What follows belongs to an exercise in optimizing a design on an open flow for small area and a short achievable clock period; a production flow would make more cautious choices.
No functional check of the RTL was part of any run shown here.
Power and IR drop assume default switching activity.

## flow/design.v (module list and top-level ports; edited modules follow where they fit)
// module FA: 6 lines
// module HA: 6 lines
// module HSEL: 6 lines
// module Two_neuron: 1154 lines
module Two_neuron (clk,reset,enable,wgt1,wgt2,inp,out_vector);
  // ...
==> flow/flow/run.sh <==
#!/bin/bash
# The standard layout (the standard.sh, unchanged synthesis), with every input and
# output port buffered by a sky130_fd_sc_hd__buf_2 instead of the resizer's default pick.
set -e
export BUFFER_PORTS_ARGS="-buffer_cell sky130_fd_sc_hd__buf_2"
bash standard.sh > standard.log 2>&1
==> flow/standard.sh <==
#!/bin/bash
# synth_recipe.tcl (not shown) runs the flow's synth.tcl, then flattens the netlist and writes it again
# the make line also repeats each setting of config.mk as NAME=value (left out here)
make -C /OpenROAD-flow-scripts/flow DESIGN_CONFIG=/design/flow/config.mk WORK_HOME=/design/flow/orfs CLKGATE_MAP_FILE= SYNTH_SCRIPT=/design/flow/synth_recipe.tcl "${@:-finish}"
==> flow/config.mk <==
export PLATFORM = sky130hd
export DESIGN_NAME = Two_neuron
export DESIGN_NICKNAME = Two_neuron
export VERILOG_FILES = /design/flow/design.v
export SDC_FILE = /design/flow/constraint.sdc
export NUM_CORES = 4
export LEC_CHECK = 0
export CAP_MARGIN = 20
export CORE_MARGIN = 2
export CORE_UTILIZATION = 40
export GPL_TIMING_DRIVEN = 0
export SLEW_MARGIN = 20
export SYNTH_HIERARCHICAL = 1
export SYNTH_MINIMUM_KEEP_SIZE = 0
==> flow/constraint.sdc <==
create_clock -name core_clock -period 25.0 [get_ports {clk}]
set_input_delay 5.0000 -clock core_clock [delete_from_list [all_inputs] [get_ports {clk}]]
set_output_delay 5.0000 -clock core_clock [all_outputs]
set_load 0.01 [all_outputs]
==> results.py, run 1 <==
metrics = {
    "finish": {
        "design.seq.count": 283,
        "final_cell_mix": "680 x fa_1, 481 x nand2_1, 317 x and2_1, 282 x dfxtp_1, 178 x ha_1",
        "clock_area_share_pct": 3.00,
        "fillCellCount": 8381,
        "buffers": 353,
        "largest_reg_flops": 64,
        "final_layout_size_suffix_gt1_share_pct": 7.66,
        "instances_no_fill": 4838,
    },
    "setup_path": {
        "r2r_start": "q11_0",
        "crit_path_start_kind": "primary input",
    },
    "synth": {
        "synth-seq-cells": 283,
        "synth_cell_types": 90,
        "synthSimpleGateAreaFrac_pct": 19.9,
        "synth_area_leaders": "fa_1 39%, dfxtp_1 16%, ha_1 6.4%",
        "synthMuxAreaShare_pct": 1.72,
    },
    "drt": {
        "drc_errors": 0,
        "met1_length_mm": 40.6,
        "dr.first_iter.drc_count": 1328,
    },
    "power_and_ir_drop": {
        "cellPowerDensity_nw_per_um2": 126,
        "p_int_uw": 2540,
    },
    "cts": {
        "path_clk_slew_ns": 0.05,
        "clk_latency_ns": 0.55,
    },
    "min_path": {
        "holdCritStartpoint": "cnt[1]",
        "min_path_type": "reg -> reg",
        "holdPathStages": 2,
    },
    "floorplanning": {
        "core_um2": 86500,
    },
    "run_status": {
        "status": "no timing/DRC/antenna violations",
    },
}
==> inputs of run 2 (changes only) <==
--- a/flow/design.v
+++ b/flow/design.v
@@ -44,16 +44,24 @@
         input hi_all;       
         input [7:0] lo;
         reg [8:0] t;
         begin
             t = {1'b0, ~lo} + 9'd4;
             sig_sel = neg ? sig_neg(~hi_all | t[8], t[7:4]) : sig_pos(hi_any, lo[7:4]);
         end
     endfunction
+    function automatic [4:0] sig_out;
+        input [7:0] r;
+        reg [3:0] mn;
+        begin
+            mn = ~r[4:1] + {3'b000, r[0]};
+            sig_out = r[7] ? sig_neg(~r[5] | (r[4:1] == 4'd0 & r[0]), mn) : sig_pos(r[6], r[4:1]);
+        end
+    endfunction
     function automatic [5:0] sig_pre;
         input neg;
         input hi_any;
         input hi_all;
         input [7:0] lo;
         reg [8:0] t;
         begin
             t = {1'b0, ~lo} + 9'd4;
@@ -781,17 +789,17 @@
     wire h34_5 = h_5[3] | h_5[4];
     wire [4:0] h_6;
     HSEL hsel_6 (.neg(pp[18]), .pv(pv), .hn(hn), .hp(hp), .h(h_6));
     wire h34_6 = h_6[3] | h_6[4];
     wire [4:0] h_7;
     HSEL hsel_7 (.neg(pp[18]), .pv(pv), .hn(hn), .hp(hp), .h(h_7));
     wire h34_7 = h_7[3] | h_7[4];
     reg [14:0] zs0;
-    reg [5:0] o0;      
+    reg [7:0] o0;      
     wire [14:0] zt0 = clr ? 15'h0000 : zs0;
     wire m0_1, m0_2, m0_3, m0_4, m0_5, m0_6, m0_7, m0_8, m0_9, m0_10, m0_11, m0_12, m0_13, m0_14, m0_15, m0_16;
     wire m0_17, m0_18, m0_19, m0_20, m0_21, m0_22, m0_23, m0_24, m0_25, m0_26, m0_27, m0_28, m0_29, m0_30, m0_31, m0_32;
     wire m0_33, m0_34, m0_35, m0_36, m0_37, m0_38, m0_39, m0_40, m0_41, m0_42, m0_43, m0_44, m0_45, m0_46, m0_47, m0_48;
     wire m0_49, m0_50, m0_51, m0_52, m0_53, m0_54, m0_55, m0_56, m0_57, m0_58, m0_59;
     FA u_m0_1 (.a(zt0[1]), .b((h_0[0] & pw[1])), .c((h_0[1] & pw[0])), .s(m0_1), .co(m0_2));
     FA u_m0_3 (.a(zt0[2]), .b((h_0[0] & pw[2])), .c((h_0[1] & pw[1])), .s(m0_3), .co(m0_4));
     FA u_m0_5 (.a((h_0[2] & pw[0])), .b(m0_2), .c(m0_3), .s(m0_5), .co(m0_6));
@@ -824,22 +832,22 @@
     assign m0_55 = ~(zt0[12] ^ m0_54);
     assign m0_56 = zt0[12] | m0_54;
     assign m0_57 = ~(zt0[13] ^ m0_56);
     assign m0_58 = zt0[13] | m0_56;
     assign m0_59 = ~(zt0[14] ^ m0_58);
     wire [14:0] zn0 = {m0_59, m0_57, m0_55, m0_53, m0_51, m0_44, m0_43, m0_37, m0_24, m0_18, m0_12, m0_11, m0_5, m0_1, zt0[0]} + {1'b0, 1'b0, 1'b0, m0_52, 1'b0, m0_47, m0_38, 1'b0, m0_29, m0_23, m0_17, 1'b0, 1'b0, 1'b0, (h_0[0] & pw[0])};
     always @(posedge clk) begin
         zs0 <= zn0;
-        if (reset) o0 <= 6'd0;
-        else if (full) o0 <= sig_pre(zn0[14], |zn0[13:8], &zn0[13:8], zn0[7:0]);
+        if (reset) o0 <= 8'd0;
+        else if (full) o0 <= {zn0[14], |zn0[13:8], &zn0[13:8], zn0[7:4], ~|zn0[3:2]};
     end
-    assign out_vector[7:0] = {3'b000, o0[5] ? sig_neg(o0[4], o0[3:0]) : sig_pos(o0[4], o0[3:0])};
+    assign out_vector[7:0] = {3'b000, sig_out(o0)};
     reg [14:0] zs1;
-    reg [5:0] o1;      
+    reg [7:0] o1;      
     wire [14:0] zt1 = clr ? 15'h0000 : zs1;
     wire m1_1, m1_2, m1_3, m1_4, m1_5, m1_6, m1_7, m1_8, m1_9, m1_10, m1_11, m1_12, m1_13, m1_14, m1_15, m1_16;
     wire m1_17, m1_18, m1_19, m1_20, m1_21, m1_22, m1_23, m1_24, m1_25, m1_26, m1_27, m1_28, m1_29, m1_30, m1_31, m1_32;
     wire m1_33, m1_34, m1_35, m1_36, m1_37, m1_38, m1_39, m1_40, m1_41, m1_42, m1_43, m1_44, m1_45, m1_46, m1_47, m1_48;
     wire m1_49, m1_50, m1_51, m1_52, m1_53, m1_54, m1_55, m1_56, m1_57, m1_58, m1_59;
     FA u_m1_1 (.a(zt1[1]), .b((h_1[0] & pw[9])), .c((h_1[1] & pw[8])), .s(m1_1), .co(m1_2));
     FA u_m1_3 (.a(zt1[2]), .b((h_1[0] & pw[10])), .c((h_1[1] & pw[9])), .s(m1_3), .co(m1_4));
     FA u_m1_5 (.a((h_1[2] & pw[8])), .b(m1_2), .c(m1_3), .s(m1_5), .co(m1_6));
@@ -872,22 +880,22 @@
     assign m1_55 = ~(zt1[12] ^ m1_54);
     assign m1_56 = zt1[12] | m1_54;
     assign m1_57 = ~(zt1[13] ^ m1_56);
     assign m1_58 = zt1[13] | m1_56;
     assign m1_59 = ~(zt1[14] ^ m1_58);
     wire [14:0] zn1 = {m1_59, m1_57, m1_55, m1_53, m1_51, m1_44, m1_43, m1_37, m1_24, m1_18, m1_12, m1_11, m1_5, m1_1, zt1[0]} + {1'b0, 1'b0, 1'b0, m1_52, 1'b0, m1_47, m1_38, 1'b0, m1_29, m1_23, m1_17, 1'b0, 1'b0, 1'b0, (h_1[0] & pw[8])};
     always @(posedge clk) begin
         zs1 <= zn1;
-        if (reset) o1 <= 6'd0;
-        else if (full) o1 <= sig_pre(zn1[14], |zn1[13:8], &zn1[13:8], zn1[7:0]);
+        if (reset) o1 <= 8'd0;
+        else if (full) o1 <= {zn1[14], |zn1[13:8], &zn1[13:8], zn1[7:4], ~|zn1[3:2]};
     end
-    assign out_vector[15:8] = {3'b000, o1[5] ? sig_neg(o1[4], o1[3:0]) : sig_pos(o1[4], o1[3:0])};
+    assign out_vector[15:8] = {3'b000, sig_out(o1)};
     reg [14:0] zs2;
-    reg [5:0] o2;      
+    reg [7:0] o2;      
     wire [14:0] zt2 = clr ? 15'h0000 : zs2;
     wire m2_1, m2_2, m2_3, m2_4, m2_5, m2_6, m2_7, m2_8, m2_9, m2_10, m2_11, m2_12, m2_13, m2_14, m2_15, m2_16;
     wire m2_17, m2_18, m2_19, m2_20, m2_21, m2_22, m2_23, m2_24, m2_25, m2_26, m2_27, m2_28, m2_29, m2_30, m2_31, m2_32;
     wire m2_33, m2_34, m2_35, m2_36, m2_37, m2_38, m2_39, m2_40, m2_41, m2_42, m2_43, m2_44, m2_45, m2_46, m2_47, m2_48;
     wire m2_49, m2_50, m2_51, m2_52, m2_53, m2_54, m2_55, m2_56, m2_57, m2_58, m2_59;
     FA u_m2_1 (.a(zt2[1]), .b((h_2[0] & pw[17])), .c((h_2[1] & pw[16])), .s(m2_1), .co(m2_2));
     FA u_m2_3 (.a(zt2[2]), .b((h_2[0] & pw[18])), .c((h_2[1] & pw[17])), .s(m2_3), .co(m2_4));
     FA u_m2_5 (.a((h_2[2] & pw[16])), .b(m2_2), .c(m2_3), .s(m2_5), .co(m2_6));
@@ -920,22 +928,22 @@
     assign m2_55 = ~(zt2[12] ^ m2_54);
     assign m2_56 = zt2[12] | m2_54;
     assign m2_57 = ~(zt2[13] ^ m2_56);
     assign m2_58 = zt2[13] | m2_56;
     assign m2_59 = ~(zt2[14] ^ m2_58);
     wire [14:0] zn2 = {m2_59, m2_57, m2_55, m2_53, m2_51, m2_44, m2_43, m2_37, m2_24, m2_18, m2_12, m2_11, m2_5, m2_1, zt2[0]} + {1'b0, 1'b0, 1'b0, m2_52, 1'b0, m2_47, m2_38, 1'b0, m2_29, m2_23, m2_17, 1'b0, 1'b0, 1'b0, (h_2[0] & pw[16])};
     always @(posedge clk) begin
         zs2 <= zn2;
-        if (reset) o2 <= 6'd0;
-        else if (full) o2 <= sig_pre(zn2[14], |zn2[13:8], &zn2[13:8], zn2[7:0]);
+        if (reset) o2 <= 8'd0;
+        else if (full) o2 <= {zn2[14], |zn2[13:8], &zn2[13:8], zn2[7:4], ~|zn2[3:2]};
     end
-    assign out_vector[23:16] = {3'b000, o2[5] ? sig_neg(o2[4], o2[3:0]) : sig_pos(o2[4], o2[3:0])};
+    assign out_vector[23:16] = {3'b000, sig_out(o2)};
     reg [14:0] zs3;
-    reg [5:0] o3;      
+    reg [7:0] o3;      
     wire [14:0] zt3 = clr ? 15'h0000 : zs3;
     wire m3_1, m3_2, m3_3, m3_4, m3_5, m3_6, m3_7, m3_8, m3_9, m3_10, m3_11, m3_12, m3_13, m3_14, m3_15, m3_16;
     wire m3_17, m3_18, m3_19, m3_20, m3_21, m3_22, m3_23, m3_24, m3_25, m3_26, m3_27, m3_28, m3_29, m3_30, m3_31, m3_32;
     wire m3_33, m3_34, m3_35, m3_36, m3_37, m3_38, m3_39, m3_40, m3_41, m3_42, m3_43, m3_44, m3_45, m3_46, m3_47, m3_48;
     wire m3_49, m3_50, m3_51, m3_52, m3_53, m3_54, m3_55, m3_56, m3_57, m3_58, m3_59;
     FA u_m3_1 (.a(zt3[1]), .b((h_3[0] & pw[25])), .c((h_3[1] & pw[24])), .s(m3_1), .co(m3_2));
     FA u_m3_3 (.a(zt3[2]), .b((h_3[0] & pw[26])), .c((h_3[1] & pw[25])), .s(m3_3), .co(m3_4));
     FA u_m3_5 (.a((h_3[2] & pw[24])), .b(m3_2), .c(m3_3), .s(m3_5), .co(m3_6));
@@ -968,22 +976,22 @@
     assign m3_55 = ~(zt3[12] ^ m3_54);
     assign m3_56 = zt3[12] | m3_54;
     assign m3_57 = ~(zt3[13] ^ m3_56);
     assign m3_58 = zt3[13] | m3_56;
     assign m3_59 = ~(zt3[14] ^ m3_58);
     wire [14:0] zn3 = {m3_59, m3_57, m3_55, m3_53, m3_51, m3_44, m3_43, m3_37, m3_24, m3_18, m3_12, m3_11, m3_5, m3_1, zt3[0]} + {1'b0, 1'b0, 1'b0, m3_52, 1'b0, m3_47, m3_38, 1'b0, m3_29, m3_23, m3_17, 1'b0, 1'b0, 1'b0, (h_3[0] & pw[24])};
     always @(posedge clk) begin
         zs3 <= zn3;
-        if (reset) o3 <= 6'd0;
-        else if (full) o3 <= sig_pre(zn3[14], |zn3[13:8], &zn3[13:8], zn3[7:0]);
+        if (reset) o3 <= 8'd0;
+        else if (full) o3 <= {zn3[14], |zn3[13:8], &zn3[13:8], zn3[7:4], ~|zn3[3:2]};
     end
-    assign out_vector[31:24] = {3'b000, o3[5] ? sig_neg(o3[4], o3[3:0]) : sig_pos(o3[4], o3[3:0])};
+    assign out_vector[31:24] = {3'b000, sig_out(o3)};
     reg [14:0] zs4;
-    reg [5:0] o4;      
+    reg [7:0] o4;      
     wire [14:0] zt4 = clr ? 15'h0000 : zs4;
     wire m4_1, m4_2, m4_3, m4_4, m4_5, m4_6, m4_7, m4_8, m4_9, m4_10, m4_11, m4_12, m4_13, m4_14, m4_15, m4_16;
     wire m4_17, m4_18, m4_19, m4_20, m4_21, m4_22, m4_23, m4_24, m4_25, m4_26, m4_27, m4_28, m4_29, m4_30, m4_31, m4_32;
     wire m4_33, m4_34, m4_35, m4_36, m4_37, m4_38, m4_39, m4_40, m4_41, m4_42, m4_43, m4_44, m4_45, m4_46, m4_47, m4_48;
     wire m4_49, m4_50, m4_51, m4_52, m4_53, m4_54, m4_55, m4_56, m4_57, m4_58, m4_59;
     FA u_m4_1 (.a(zt4[1]), .b((h_4[0] & pw[33])), .c((h_4[1] & pw[32])), .s(m4_1), .co(m4_2));
     FA u_m4_3 (.a(zt4[2]), .b((h_4[0] & pw[34])), .c((h_4[1] & pw[33])), .s(m4_3), .co(m4_4));
     FA u_m4_5 (.a((h_4[2] & pw[32])), .b(m4_2), .c(m4_3), .s(m4_5), .co(m4_6));
@@ -1016,22 +1024,22 @@
     assign m4_55 = ~(zt4[12] ^ m4_54);
     assign m4_56 = zt4[12] | m4_54;
     assign m4_57 = ~(zt4[13] ^ m4_56);
     assign m4_58 = zt4[13] | m4_56;
     assign m4_59 = ~(zt4[14] ^ m4_58);
     wire [14:0] zn4 = {m4_59, m4_57, m4_55, m4_53, m4_51, m4_44, m4_43, m4_37, m4_24, m4_18, m4_12, m4_11, m4_5, m4_1, zt4[0]} + {1'b0, 1'b0, 1'b0, m4_52, 1'b0, m4_47, m4_38, 1'b0, m4_29, m4_23, m4_17, 1'b0, 1'b0, 1'b0, (h_4[0] & pw[32])};
     always @(posedge clk) begin
         zs4 <= zn4;
-        if (reset) o4 <= 6'd0;
-        else if (full) o4 <= sig_pre(zn4[14], |zn4[13:8], &zn4[13:8], zn4[7:0]);
+        if (reset) o4 <= 8'd0;
+        else if (full) o4 <= {zn4[14], |zn4[13:8], &zn4[13:8], zn4[7:4], ~|zn4[3:2]};
     end
-    assign out_vector[39:32] = {3'b000, o4[5] ? sig_neg(o4[4], o4[3:0]) : sig_pos(o4[4], o4[3:0])};
+    assign out_vector[39:32] = {3'b000, sig_out(o4)};
     reg [14:0] zs5;
-    reg [5:0] o5;      
+    reg [7:0] o5;      
     wire [14:0] zt5 = clr ? 15'h0000 : zs5;
     wire m5_1, m5_2, m5_3, m5_4, m5_5, m5_6, m5_7, m5_8, m5_9, m5_10, m5_11, m5_12, m5_13, m5_14, m5_15, m5_16;
     wire m5_17, m5_18, m5_19, m5_20, m5_21, m5_22, m5_23, m5_24, m5_25, m5_26, m5_27, m5_28, m5_29, m5_30, m5_31, m5_32;
     wire m5_33, m5_34, m5_35, m5_36, m5_37, m5_38, m5_39, m5_40, m5_41, m5_42, m5_43, m5_44, m5_45, m5_46, m5_47, m5_48;
     wire m5_49, m5_50, m5_51, m5_52, m5_53, m5_54, m5_55, m5_56, m5_57, m5_58, m5_59;
     FA u_m5_1 (.a(zt5[1]), .b((h_5[0] & pw[41])), .c((h_5[1] & pw[40])), .s(m5_1), .co(m5_2));
     FA u_m5_3 (.a(zt5[2]), .b((h_5[0] & pw[42])), .c((h_5[1] & pw[41])), .s(m5_3), .co(m5_4));
     FA u_m5_5 (.a((h_5[2] & pw[40])), .b(m5_2), .c(m5_3), .s(m5_5), .co(m5_6));
@@ -1064,22 +1072,22 @@
     assign m5_55 = ~(zt5[12] ^ m5_54);
     assign m5_56 = zt5[12] | m5_54;
     assign m5_57 = ~(zt5[13] ^ m5_56);
     assign m5_58 = zt5[13] | m5_56;
     assign m5_59 = ~(zt5[14] ^ m5_58);
     wire [14:0] zn5 = {m5_59, m5_57, m5_55, m5_53, m5_51, m5_44, m5_43, m5_37, m5_24, m5_18, m5_12, m5_11, m5_5, m5_1, zt5[0]} + {1'b0, 1'b0, 1'b0, m5_52, 1'b0, m5_47, m5_38, 1'b0, m5_29, m5_23, m5_17, 1'b0, 1'b0, 1'b0, (h_5[0] & pw[40])};
     always @(posedge clk) begin
         zs5 <= zn5;
-        if (reset) o5 <= 6'd0;
-        else if (full) o5 <= sig_pre(zn5[14], |zn5[13:8], &zn5[13:8], zn5[7:0]);
+        if (reset) o5 <= 8'd0;
+        else if (full) o5 <= {zn5[14], |zn5[13:8], &zn5[13:8], zn5[7:4], ~|zn5[3:2]};
     end
-    assign out_vector[47:40] = {3'b000, o5[5] ? sig_neg(o5[4], o5[3:0]) : sig_pos(o5[4], o5[3:0])};
+    assign out_vector[47:40] = {3'b000, sig_out(o5)};
     reg [14:0] zs6;
-    reg [5:0] o6;      
+    reg [7:0] o6;      
     wire [14:0] zt6 = clr ? 15'h0000 : zs6;
     wire m6_1, m6_2, m6_3, m6_4, m6_5, m6_6, m6_7, m6_8, m6_9, m6_10, m6_11, m6_12, m6_13, m6_14, m6_15, m6_16;
     wire m6_17, m6_18, m6_19, m6_20, m6_21, m6_22, m6_23, m6_24, m6_25, m6_26, m6_27, m6_28, m6_29, m6_30, m6_31, m6_32;
     wire m6_33, m6_34, m6_35, m6_36, m6_37, m6_38, m6_39, m6_40, m6_41, m6_42, m6_43, m6_44, m6_45, m6_46, m6_47, m6_48;
     wire m6_49, m6_50, m6_51, m6_52, m6_53, m6_54, m6_55, m6_56, m6_57, m6_58, m6_59;
     FA u_m6_1 (.a(zt6[1]), .b((h_6[0] & pw[49])), .c((h_6[1] & pw[48])), .s(m6_1), .co(m6_2));
     FA u_m6_3 (.a(zt6[2]), .b((h_6[0] & pw[50])), .c((h_6[1] & pw[49])), .s(m6_3), .co(m6_4));
     FA u_m6_5 (.a((h_6[2] & pw[48])), .b(m6_2), .c(m6_3), .s(m6_5), .co(m6_6));
@@ -1112,22 +1120,22 @@
     assign m6_55 = ~(zt6[12] ^ m6_54);
     assign m6_56 = zt6[12] | m6_54;
     assign m6_57 = ~(zt6[13] ^ m6_56);
     assign m6_58 = zt6[13] | m6_56;
     assign m6_59 = ~(zt6[14] ^ m6_58);
     wire [14:0] zn6 = {m6_59, m6_57, m6_55, m6_53, m6_51, m6_44, m6_43, m6_37, m6_24, m6_18, m6_12, m6_11, m6_5, m6_1, zt6[0]} + {1'b0, 1'b0, 1'b0, m6_52, 1'b0, m6_47, m6_38, 1'b0, m6_29, m6_23, m6_17, 1'b0, 1'b0, 1'b0, (h_6[0] & pw[48])};
     always @(posedge clk) begin
         zs6 <= zn6;
-        if (reset) o6 <= 6'd0;
-        else if (full) o6 <= sig_pre(zn6[14], |zn6[13:8], &zn6[13:8], zn6[7:0]);
+        if (reset) o6 <= 8'd0;
+        else if (full) o6 <= {zn6[14], |zn6[13:8], &zn6[13:8], zn6[7:4], ~|zn6[3:2]};
     end
-    assign out_vector[55:48] = {3'b000, o6[5] ? sig_neg(o6[4], o6[3:0]) : sig_pos(o6[4], o6[3:0])};
+    assign out_vector[55:48] = {3'b000, sig_out(o6)};
     reg [14:0] zs7;
-    reg [5:0] o7;      
+    reg [7:0] o7;      
     wire [14:0] zt7 = clr ? 15'h0000 : zs7;
     wire m7_1, m7_2, m7_3, m7_4, m7_5, m7_6, m7_7, m7_8, m7_9, m7_10, m7_11, m7_12, m7_13, m7_14, m7_15, m7_16;
     wire m7_17, m7_18, m7_19, m7_20, m7_21, m7_22, m7_23, m7_24, m7_25, m7_26, m7_27, m7_28, m7_29, m7_30, m7_31, m7_32;
     wire m7_33, m7_34, m7_35, m7_36, m7_37, m7_38, m7_39, m7_40, m7_41, m7_42, m7_43, m7_44, m7_45, m7_46, m7_47, m7_48;
     wire m7_49, m7_50, m7_51, m7_52, m7_53, m7_54, m7_55, m7_56, m7_57, m7_58, m7_59;
     FA u_m7_1 (.a(zt7[1]), .b((h_7[0] & pw[57])), .c((h_7[1] & pw[56])), .s(m7_1), .co(m7_2));
     FA u_m7_3 (.a(zt7[2]), .b((h_7[0] & pw[58])), .c((h_7[1] & pw[57])), .s(m7_3), .co(m7_4));
     FA u_m7_5 (.a((h_7[2] & pw[56])), .b(m7_2), .c(m7_3), .s(m7_5), .co(m7_6));
@@ -1160,13 +1168,13 @@
     assign m7_55 = ~(zt7[12] ^ m7_54);
     assign m7_56 = zt7[12] | m7_54;
     assign m7_57 = ~(zt7[13] ^ m7_56);
     assign m7_58 = zt7[13] | m7_56;
     assign m7_59 = ~(zt7[14] ^ m7_58);
     wire [14:0] zn7 = {m7_59, m7_57, m7_55, m7_53, m7_51, m7_44, m7_43, m7_37, m7_24, m7_18, m7_12, m7_11, m7_5, m7_1, zt7[0]} + {1'b0, 1'b0, 1'b0, m7_52, 1'b0, m7_47, m7_38, 1'b0, m7_29, m7_23, m7_17, 1'b0, 1'b0, 1'b0, (h_7[0] & pw[56])};
     always @(posedge clk) begin
         zs7 <= zn7;
-        if (reset) o7 <= 6'd0;
-        else if (full) o7 <= sig_pre(zn7[14], |zn7[13:8], &zn7[13:8], zn7[7:0]);
+        if (reset) o7 <= 8'd0;
+        else if (full) o7 <= {zn7[14], |zn7[13:8], &zn7[13:8], zn7[7:4], ~|zn7[3:2]};
     end
-    assign out_vector[63:56] = {3'b000, o7[5] ? sig_neg(o7[4], o7[3:0]) : sig_pos(o7[4], o7[3:0])};
+    assign out_vector[63:56] = {3'b000, sig_out(o7)};
 endmodule
==> flow/config.mk (replaced) <==
export PLATFORM = sky130hd
export DESIGN_NAME = Two_neuron
export DESIGN_NICKNAME = Two_neuron
export VERILOG_FILES = /design/flow/design.v
export SDC_FILE = /design/flow/constraint.sdc
export NUM_CORES = 4
export LEC_CHECK = 0
export CAP_MARGIN = 20
export CORE_MARGIN = 2
export CORE_UTILIZATION = 40
export SLEW_MARGIN = 20
export SYNTH_HIERARCHICAL = 1
export SYNTH_MINIMUM_KEEP_SIZE = 0
==> run 2 against run 1 <==
Still clean. Routed wire length shrank 1.3%. First-iteration DRC count grew 1.6%. Total power rose by 1.3%. Sequential cell count is 16 higher. Via count down 1.2%. Clock power is 5.3% higher. Worst setup slack better by 0.30 ns. Non-clock buffer count is 104 lower. Largest cell class unchanged. Highest routed layer unchanged.
==> results.py, run 2 <==
metrics = {
    "cts": {
        "h-tree-depth": 2,
        "postCtsResizedCells": 0,
        "postCtsSetupBuffers": 0,
        "cts-root-buf": "clkbuf_16",
        "cts_sinks": 299,
        "cts_tree": "done",
        "clk_latency_ns": 0.58,
        "cts_buffers": 38,
        "holdBufCountCts": 0,
        "path_clk_slew_ns": 0.06,
        "max-clock-path-buffers": 3,
    },
    "setup_path": {
        "worstPathRequired_ns": 25.45,
        "worstReg2RegEnd": "o7[6]",
        "r2r_start": "q12_0",
        "max_stage_delay_ns": 0.62,
        "crit_path_start_kind": "flop",
        "crit_type": "reg -> reg",
        "cpMostUsedCell": "fa_1",
        "worstSetupEndpointType": "flop",
        "worstPathArrival_ns": 9.13,
        "r2r_cells": 22,
        "cp_slowest_cell": "a211o_1",
        "path_cells": "fa_1 > fa_1 > ha_1 > a21oi_1 > o21ai_0 > a211oi_1 > mux2_2 > o211ai_1 > a211o_1 > mux2i_1 > nor2b_1 > a22o_1 > fa_1 > fa_1 > fa_1 > ha_1 > a21oi_1 > o22ai_1 > a311oi_1 > o211ai_1 > or4b_1 > o31a_1",
        "crit_end": "o7[6]",
        "cp_max_fo": 9,
        "startpoint": "q12_0",
        "reg2reg_slack_ns": 16.32,
    },
    "power_and_ir_drop": {
        "ir_drop_v": 0.000117,
        "leakagePower_uw": 0.0162,
        "total_power_uw": 4880,
        "cellPowerDensity_nw_per_um2": 126,
    },
    "drt": {
        "drt-total-wl_mm": 101,
        "vias_per_cell": 5.27,
        "dr.first_iter.drc_count": 1349,
        "post_drt_wl_per_cell_um": 20.9,
        "drc_errors": 0,
        "route.vias.total": 25400,
        "drtAntennaViolNets": 0,
        "first_pass_iters": 5,
    },
    "timing": {
        "final-setup-viol-count": 0,
        "fin_crit_ns": 8.68,
        "worst_clock_skew_ns": 0.0333,
        "slew_headroom_pct": 27.0,
        "fin_crit_sh_pct": 34.7,
        "tightest_slew_ns": 1.09,
        "finalHoldViolations": 0,
        "rsz0062_at_grt": "false",
        "drv_slew": 0,
        "worst_slack_ns": 16.32,
        "whs_ns": 0.466,
        "setup_tns_ns": 0,
        "fmax_mhz": 115,
    },
    "finish": {
        "final_common_cell": "fa_1",
        "final_layout_size_suffix_gt1_share_pct": 9.40,
        "final_cell_mix": "680 x fa_1, 490 x nand2_1, 314 x and2_1, 297 x dfxtp_1, 234 x buf_2",
        "nNetsFinal": 4698,
        "areaGrowthSynthToFinish_pct": 9.00,
        "largest_reg_flops": 64,
        "regMostFlops": "pw",
    },
    "synth": {
        "synth_cell_types": 75,
        "synth_seq_area_share_pct": 16.8,
        "synthTopCellsByCount": "680 x fa_1, 490 x nand2_1, 314 x and2_1",
        "synth-seq-cells": 299,
        "synth_flop_cell": "dfxtp_1",
        "syn_avg_cell_area_um2": 10.2,
        "netlist_area_um2": 35700,
        "synthCells": 3512,
        "yosys_warnings": 7,
        "synth_area_leaders": "fa_1 38%, dfxtp_1 17%, ha_1 7.1%",
        "yosys.area.top_type_share_pct": 38.2,
        "synth_top_cell_by_area": "fa_1",
        "async_flop_share_pct": 0,
        "synth_edf_count": 0,
        "post-synth-top-count-cell": "fa_1",
    },
    "global_route": {
        "grt_usage_pct": 22.4,
        "grt_pass1_vias": 26800,
        "grt_pass1_wl_mm": 157,
        "overflow": 0,
        "antenna_found_initial": 5,
        "grt_max_degree": 70,
    },
    "floorplanning": {
        "core_um2": 88400,
        "die_area_um2": 91600,
        "initial_utilization_pct": 40.4,
        "num_rows": 109,
        "die_x_um": 303,
        "die_y_um": 303,
        "io_pins": 259,
    },
    "placement": {
        "preCtsSetupSlack_ns": 15.86,
        "gp_congestion": 0.994,
        "portBuffers": 234,
        "hpwl_mm": 83.9,
    },
    "run_status": {
        "status": "no timing/DRC/antenna violations",
    },
    "run": {
        "maxCapViolCount": 0,
    },
    "min_path": {
        "holdPathStages": 2,
        "min_path_type": "reg -> reg",
    },
}
==> run 2: changes by cell type after synthesis, moves of 16 or more <==
cell      delta
dfxtp_1     +16
ha_1        +24
mux2i_1     +34
nand2b_1    +16
==> run 2: cell type report <==
cell class	instances	area, µm²
Tap cell	1165	1460
Clock buffer	57	1140
Inverter	135	507
Fill cell	8591	49500
Timing Repair Buffer	249	1280
Multi-Input combinational cell	2898	28400
Antenna cell	3	7.51
Sequential cell	299	5990
Clock inverter	12	85.1
==> run 2: modules after synthesis, one instance, submodules excluded <==
| module | times used | flops+latches | area (µm²) |
|---|---|---|---|
| FA | 680 | 0 | 20.0 |
| HA | 21 | 0 | 12.5 |
| HSEL | 8 | 0 | 92.6 |
| Two_neuron | 1 | 299 | 21000 |
==> run 2: metal layers <==
metal  share of wire [%]  GRT usage [%]  routed length [µm]
met5               0.026              0                  26
met4                 3.4           7.25                3440
met3                 5.6           3.54                5690
met2                  50           39.3               50000
met1                  41           28.1               41700
==> run 2: kinds of logic (layout without fill, tap and decap cells) <==
logic type | Yosys count | after routing | synth area share [%]
mux | 99 | 99 | 2.81
fa+ha+maj | 882 | 882 | 45.3
compound gates | 391 | 391 | 8.11
xor+xnor | 157 | 157 | 3.86
buf+inv | 346 | 453 | 4.06
other cells | 1 | 35 | 0.0105
flops | 299 | 299 | 16.8
simple gates | 1337 | 1337 | 19.1
==> run 2: worst min path at each step <==
stage	from	end	slack, ns
2_1_floorplan	o0[5]	o0[5]	0.42
3_3_place_gp	o2[5]	o2[5]	0.44
3_5_place_dp	cnt[2]	cnt[3]	0.46
4_1_cts	cnt[1]	cnt[3]	0.47
5_1_grt	cnt[1]	cnt[3]	0.48
6_report	cnt[2]	cnt[3]	0.47
==> run 2: critical path: cells and delay by family (launching register included) <==
kind / cells / cell delay, ns
AO/OA/AOI/OAI: 11 / 3.70
adder cells (fa/ha/maj): 7 / 2.94
AND/OR/NAND/NOR: 2 / 1.06
multiplexers: 2 / 0.54
flip-flops: 1 / 0.31
==> run 2: metrics by stage <==
step / instance area, µm² / utilization [%] / std cells
6_report: 38900 / 44.0 / 4818
5_1_grt: 38900 / 44.0 / 4816
4_1_cts: 38900 / 44.0 / 4815
3_5_place_dp: 37600 / 42.6 / 4746
3_3_place_gp: 37600 / 42.6 / 4746
2_1_floorplan: 35800 / - / 3543
==> run 2: power by group <==
group | leakage (µW) | switching, µW | internal, µW
clock | 0.000588 | 224 | 316
combinational | 0.0132 | 2040 | 1600
sequential | 0.00248 | 46.7 | 659
total | 0.0162 | 2310 | 2570

## re-timing with driven ports
The results above use ideal ports. As a check the final layouts listed here were re-extracted and re-timed, cells and wires unchanged.
Step 1: set_driving_cell puts a clkbuf_16 on clk and a buf_2 on each other input, an assumption about the parent block.
Step 2 moves the port delays by t, midway between the first and last clock arrival at a register: inputs arrive t later, outputs are due t later. That takes back most of the time a late clock gives input paths.
Three values: ideal ports, drivers, drivers and shift; two values: the first two.
| run | t (ns) | setup WS [ns] | worst setup path at the end | slew at the worst register clock pin (ns) | worst slew at a driven data input, ns |
|---|---|---|---|---|---|
| run 1 | 0.599 | 16.024 / 16.054 / 15.455 | input to register | 0.06 / 0.06 | 0.14 |
| run 2 | 0.619 | 16.321 / 16.321 / 15.820 | input to register | 0.06 / 0.06 | 0.15 |
After both steps every run listed still meets setup and hold. The setup slack of run 1, which loses most, moves by +0.030 ns with the drivers and by -0.569 ns with both steps.
